Source: an optimization exercise on an open RTL-to-GDS flow (aim: small area and a short achievable clock period). Production flows keep margins and buffers that such runs may drop. Only simulation tests tie the RTL to the original design; equivalence was not proved.

File: design.v
`timescale 1ns / 1ps
module mac (
    input  [7:0]  in,     
    input  [7:0]  w,      
    input  [15:0] b,      
    output [15:0] out     
);
    assign out = (in * w) + b;
endmodule
`timescale 1ns / 1ps
module register (
    input clk,
    input reset,
    input [15:0] d,
    output reg [15:0] q
);
    always @(posedge clk or posedge reset) begin
        if (reset)
            q <= 0;  
        else
            q <= d;
    end
endmodule
`timescale 1ns / 1ps
module shift (
    input clk,
    input [15:0] in,
    output reg [15:0] out
);
    reg [15:0] buffer;
    always @(posedge clk) begin
        out <= buffer;
        buffer <= in;
    end
endmodule
`timescale 1ns / 1ps
module conv(
    input clk,
    input reset,
    input [7:0] pxl_in,   
    input [7:0] kernel_00, input [7:0] kernel_01, input [7:0] kernel_02,
    input [7:0] kernel_10, input [7:0] kernel_11, input [7:0] kernel_12,
    input [7:0] kernel_20, input [7:0] kernel_21, input [7:0] kernel_22,
    output [15:0] reg_00, output [15:0] reg_01, output [15:0] reg_02, output [15:0] sr_0,
    output [15:0] reg_10, output [15:0] reg_11, output [15:0] reg_12, output [15:0] sr_1,
    output [15:0] reg_20, output [15:0] reg_21, output [15:0] reg_22,
    output [15:0] pxl_out,
    output valid
);
    parameter N = 5;   
    parameter M = 5;   
    parameter K = 3;   
    wire [15:0] w00, w01, w02, w10, w11, w12, w20, w21, w22;
    mac m00(pxl_in, kernel_00, 16'd0, w00);
    register r00(clk, reset, w00, reg_00);
    mac m01(pxl_in, kernel_01, reg_00, w01);
    register r01(clk, reset, w01, reg_01);
    mac m02(pxl_in, kernel_02, reg_01, w02);
    register r02(clk, reset, w02, reg_02);
    shift s0(clk, reg_02, sr_0);
    mac m10(pxl_in, kernel_10, sr_0, w10);
    register r10(clk, reset, w10, reg_10);
    mac m11(pxl_in, kernel_11, reg_10, w11);
    register r11(clk, reset, w11, reg_11);
    mac m12(pxl_in, kernel_12, reg_11, w12);
    register r12(clk, reset, w12, reg_12);
    shift s1(clk, reg_12, sr_1);
    mac m20(pxl_in, kernel_20, sr_1, w20);
    register r20(clk, reset, w20, reg_20);
    mac m21(pxl_in, kernel_21, reg_20, w21);
    register r21(clk, reset, w21, reg_21);
    mac m22(pxl_in, kernel_22, reg_21, w22);
    register r22(clk, reset, w22, reg_22);
    assign pxl_out = reg_22;
    reg [8:0] counter;
    reg temp_valid;
    always @(posedge clk or posedge reset) begin
        if (reset) begin
            counter <= 0;
            temp_valid <= 0;
        end else begin
            counter <= (counter == (M * N) - 1) ? 0 : counter + 1;
            if (counter >= ((K - 1) * N + (K - 1)) && (counter % N) >= (K - 1))
                temp_valid <= 1;
            else
                temp_valid <= 0;
        end
    end
    assign valid = temp_valid;
endmodule
module relu (
    input  [15:0] in,
    output [15:0] out
);
    assign out = (in[15] == 1'b1) ? 16'd0 : in;   
endmodule
module maxpool_2x2 (
    input  [15:0] d0, d1, d2, d3,
    output [15:0] out
);
    wire [15:0] max0 = (d0 > d1) ? d0 : d1;
    wire [15:0] max1 = (d2 > d3) ? d2 : d3;
    assign out = (max0 > max1) ? max0 : max1;
endmodule
module fc (
    input [15:0] in0, in1, in2, in3,
    input [15:0] w0, w1, w2, w3,
    input [15:0] bias,
    output [15:0] out
);
    assign out = in0 * w0 + in1 * w1 + in2 * w2 + in3 * w3 + bias;
endmodule
`timescale 1ns / 1ps
module mini_cnn (
    input         clk,
    input         reset,
    input  [7:0]  pxl_in,
    input  [7:0]  k00, k01, k02,
    input  [7:0]  k10, k11, k12,
    input  [7:0]  k20, k21, k22,
    input  [15:0] w0, w1, w2, w3,
    input  [15:0] bias,
    output [15:0] pool_out,
    output [15:0] fc_out,
    output reg    out_valid
);
    wire [15:0] reg_00, reg_01, reg_02, sr_0;
    wire [15:0] reg_10, reg_11, reg_12, sr_1;
    wire [15:0] reg_20, reg_21, reg_22;
    wire [15:0] conv_out;
    wire        conv_valid;
    wire [15:0] relu_out;
    conv conv_inst (
        .clk(clk),
        .reset(reset),
        .pxl_in(pxl_in),
        .kernel_00(k00), .kernel_01(k01), .kernel_02(k02),
        .kernel_10(k10), .kernel_11(k11), .kernel_12(k12),
        .kernel_20(k20), .kernel_21(k21), .kernel_22(k22),
        .reg_00(reg_00), .reg_01(reg_01), .reg_02(reg_02), .sr_0(sr_0),
        .reg_10(reg_10), .reg_11(reg_11), .reg_12(reg_12), .sr_1(sr_1),
        .reg_20(reg_20), .reg_21(reg_21), .reg_22(reg_22),
        .pxl_out(conv_out),
        .valid(conv_valid)
    );
    relu relu_inst (
        .in(conv_out),
        .out(relu_out)
    );
    reg [15:0] pool_in [0:3];
    reg [3:0]  p;
    always @(posedge clk or posedge reset) begin
        if (reset) begin
            p <= 0;
            out_valid <= 0;
            pool_in[0] <= 0;
            pool_in[1] <= 0;
            pool_in[2] <= 0;
            pool_in[3] <= 0;
        end else begin
            out_valid <= 0;
            if (conv_valid) begin
                pool_in[p[1:0]] <= relu_out;
                p <= (p == 8) ? 4'd0 : p + 4'd1;
                if (p == 3 || p == 7)
                    out_valid <= 1;
            end
        end
    end
    maxpool_2x2 maxpool_inst (
        .d0(pool_in[0]),
        .d1(pool_in[1]),
        .d2(pool_in[2]),
        .d3(pool_in[3]),
        .out(pool_out)
    );
    fc fc_inst (
        .in0(pool_in[0]),
        .in1(pool_in[1]),
        .in2(pool_in[2]),
        .in3(pool_in[3]),
        .w0(w0), .w1(w1), .w2(w2), .w3(w3),
        .bias(bias),
        .out(fc_out)
    );
endmodule
File: run.sh
#!/bin/bash
# synth_recipe.tcl (not shown) runs the flow's synth.tcl, then flattens the netlist and writes it again
# the make line also repeats each setting of config.mk as NAME=value (left out here)
make -C /OpenROAD-flow-scripts/flow DESIGN_CONFIG=/design/flow/config.mk WORK_HOME=/design/flow/orfs CLKGATE_MAP_FILE= SYNTH_SCRIPT=/design/flow/synth_recipe.tcl finish
File: config.mk
export PLATFORM = sky130hd
export DESIGN_NAME = mini_cnn
export DESIGN_NICKNAME = mini_cnn
export VERILOG_FILES = /design/flow/design.v
export SDC_FILE = /design/flow/constraint.sdc
export NUM_CORES = 4
export LEC_CHECK = 0
export CAP_MARGIN = 20
export CORE_MARGIN = 2
export CORE_UTILIZATION = 40
export SLEW_MARGIN = 20
File: constraint.sdc
create_clock -name core_clock -period 13.0 [get_ports {clk}]
set_input_delay 2.6000 -clock core_clock [delete_from_list [all_inputs] [get_ports {clk}]]
set_output_delay 2.6000 -clock core_clock [all_outputs]
set_load 0.01 [all_outputs]
==> flow_metrics.env <==
export IMPL_path_clk_slew_ns=0.06
export IMPL_synth_top_cell_by_area="fa_1"
export IMPL_core_area_um2=119500
export IMPL_drtIter0Drc=1762
export IMPL_final_cells=7036
export IMPL_vias_per_cell=4.888
export IMPL_grt_pass1_wl_um=202200
export IMPL_routed_wl_um=124000
export IMPL_hp_class="reg -> reg"
export IMPL_maxSlewViolCount=0
export IMPL_vias=34390
export IMPL_dieHeight_um=350.6
export IMPL_cp_required_ns=10.40
export IMPL_syn_inst=5211
export IMPL_seq_area_frac_synth_pct=14.07
export IMPL_syn_area_um2=48040
export IMPL_top_register="pool_in"
export IMPL_cts_hold_buf=0
export IMPL_whs_ns=0.3204
export IMPL_dpl_hpwl_um=100800
export IMPL_crit_path_end_kind="output port"
export IMPL_min_period_ns=12.77
export IMPL_start_kind="input port"
export IMPL_cts_root_buf="clkbuf_16"
export IMPL_setup_viol=0
export IMPL_async_flop_share_pct=77.39
export IMPL_cts_made_buffers=35
export IMPL_grt_overflow_total=0
export IMPL_track_usage_pct=21.05
export IMPL_reg2reg_depth=24
export IMPL_final_common_cell="inv_1"
export IMPL_portBuffers=193
export IMPL_synth_cell_type_count=89
export IMPL_clock_fmax_mhz=78.30
export IMPL_first_pass_iters=5
export IMPL_cts_buffer_depth=3
export IMPL_drc=0
export IMPL_ys_ff_latch=283
export IMPL_grt_start_max_net_pins=77
export IMPL_num_rows=127
export IMPL_syn_to_final_growth_pct=11.96
export IMPL_tightest_slew_ns=1.116
export IMPL_die_w_um=350.6
export IMPL_maxSlewHeadroom_pct=25.62
export IMPL_outcome="complete, no violations"
export IMPL_dieArea_um2=122900
export IMPL_fill_cells=11630
export IMPL_fin_tns_setup_ns=0
export IMPL_wl_per_cell_um=17.62
export IMPL_grt_setup_unrepaired="yes"
export IMPL_io_pins=195
export IMPL_synth_flop_cell="dfrtp_1"
export IMPL_ys_top_cells_by_area="fa_1 35%, ha_1 15%, dfrtp_1 11%"
export IMPL_ys_warn_count=6
export IMPL_cts_num_sinks=283
export IMPL_nets=6959
export IMPL_grt_pass1_vias=37090
export IMPL_fin_skew_ns=0.02130
export IMPL_hold_viol_final=0
export IMPL_layout_common_cells="1,186 x inv_1, 835 x fa_1, 759 x nand2_1"
export IMPL_fin_crit_sh_pct=98.24
export IMPL_drive_gt1_share_pct=5.034
export IMPL_drtAntennaViolNets=0
export IMPL_htreeDepth=2
export IMPL_gp_congestion=0.9462
export IMPL_cp_max_fo=7
export IMPL_syn_area_per_cell_um2=9.219
export IMPL_arrival_ns=10.17
export IMPL_clock_latency_ns=0.54
export IMPL_synth_nets=6772
export IMPL_hold_depth=0
export IMPL_maxCapViolCount=0
export IMPL_start_util_pct=40.20
export IMPL_dp_cells=6965
export IMPL_synth_edff_count=0
export IMPL_cts_tree="done"
export IMPL_synth_top_cell_area_share_pct=35.05
export IMPL_worst_setup_path_type="in -> out"
export IMPL_largest_reg_flops=60
export IMPL_antenna_found_initial=13
kinds of logic (layout without fill, tap and decap cells):
kind of cell / count (synthesis) / count (layout) / synth area share [%]
buffers and inverters: 1386 / 1598 / 10.91
adder cells (fa/ha/maj): 1400 / 1400 / 49.60
XOR/XNOR: 266 / 266 / 4.878
multiplexers: 50 / 50 / 1.070
AND/OR/NAND/NOR: 1415 / 1415 / 14.25
other: 1 / 2 / 0.007806
flip-flops: 283 / 283 / 14.07
AO/OA/AOI/OAI: 410 / 410 / 5.209
critical path, stage by stage:
cell,delay [ns]
clkdlybuf4s50_1,0.51
buf_12,0.13
nand2_1,0.07
fa_1,0.59
fa_1,0.45
fa_1,0.52
fa_1,0.58
fa_1,0.44
fa_1,0.58
fa_1,0.47
fa_1,0.55
inv_1,0.05
fa_1,0.46
fa_1,0.49
ha_1,0.34
a21oi_2,0.17
o21bai_1,0.10
a21oi_2,0.16
o21bai_1,0.12
a21oi_2,0.19
o21bai_2,0.11
a21oi_2,0.19
xnor2_2,0.15
buf_2,0.17
area by class of cell:
cell class / instances / area (um^2) / share of cell area [%]
Inverter: 1190 / 4474 / 8.318
Sequential cell: 283 / 6761 / 12.57
Multi-Input combinational cell: 3542 / 36130 / 67.17
Antenna cell: 1 / 2.502 / 0.004652
Clock inverter: 16 / 175.2 / 0.3257
Clock buffer: 46 / 987.2 / 1.835
Tap cell: 1612 / 2017 / 3.750
Timing Repair Buffer: 346 / 3241 / 6.025
final timing paths:
check | start | endpoint | slack [ns]
worst max register to register | conv_inst.counter[7] | conv_inst.temp_valid | 6.06
max in group asynchronous | reset | pool_in[0][9] | 9.05
worst max-delay path | w3[5] | fc_out[15] | 0.23
worst min-delay path | conv_inst.s1.buffer[11] | conv_inst.s1.out[11] | 0.32
min in group asynchronous | reset | conv_inst.counter[6] | 2.53
worst min register to register | conv_inst.s1.buffer[11] | conv_inst.s1.out[11] | 0.32
metrics by stage:
step	area (um^2)	setup slack, ns	utilization (%)
5_1_grt	53790	-0.07697	45.01
3_5_place_dp	52460	-0.4879	43.90
4_1_cts	53640	-0.08067	44.89
2_1_floorplan	48040	0.7871	-
3_3_place_gp	52460	-0.4465	43.90
6_report	53790	0.2286	45.01
routing by layer:
metal  global-route usage (%)  part of all wire [%]  routed length (um)  vias up
li1                         -                     -                   -    15940
met1                    27.19                    42               52560    17450
met2                    36.42                    49               60780      776
met3                    3.234                   5.5                6761      205
met4                    6.052                   3.0                3726       24
met5                        0                  0.12                 144        -
cells in the mapped netlist, types with 4 or more instances:
library cell  number
ha_1             558
nand2b_1          37
clkbuf_1         167
o21bai_1          38
nor2_1            58
xnor2_1          211
o211ai_1           5
nor2b_1           14
a31oi_1            6
a21o_1            30
or3_1              6
nand3_1           15
o21a_1             6
xor2_1            54
nor3b_1            4
nor4_1             7
and2_1           459
buf_1             16
nor3_1            16
nand4_1           13
dfxtp_1           64
o21ai_1            7
fa_1             841
o21ai_0          141
buf_4              4
mux2i_1           48
a211oi_1           4
o2111ai_1          5
dfrtp_1          219
inv_1           1187
a21oi_1          128
buf_2              7
nand2_1          759
what timing repair did:
action                     4_1_cts  5_1_grt
hold endpoints to repair         0        0
pin swaps                        5       59
setup endpoints to repair        4        6
resized for setup               11       32
buffers inserted                 0        8

[port drivers added, routing unchanged]
The flow's constraints put no driver on any port. The routed layout listed below was extracted and timed again, unchanged, in two steps. Step 1 assumes that a clkbuf_16 drives the clock port and a buf_2 every other input. Step 2 also shifts input and output timing later by t, the mid clock arrival at the registers, as if the neighbouring blocks saw the same clock. a / b / c = no drivers / after step 1 / after step 2; a / b = the first two.
shift t [ns]: 0.601
setup slack, ns: 0.229 / 0.194 / 0.194
worst setup path after step 2: input to output
worst register clock-pin slew, ns: 0.06 / 0.06
pins driven straight from the clock port: 1
After both steps this run still meets setup and hold. The setup slack of this run moves by -0.035 ns with the drivers and by -0.035 ns with both steps.
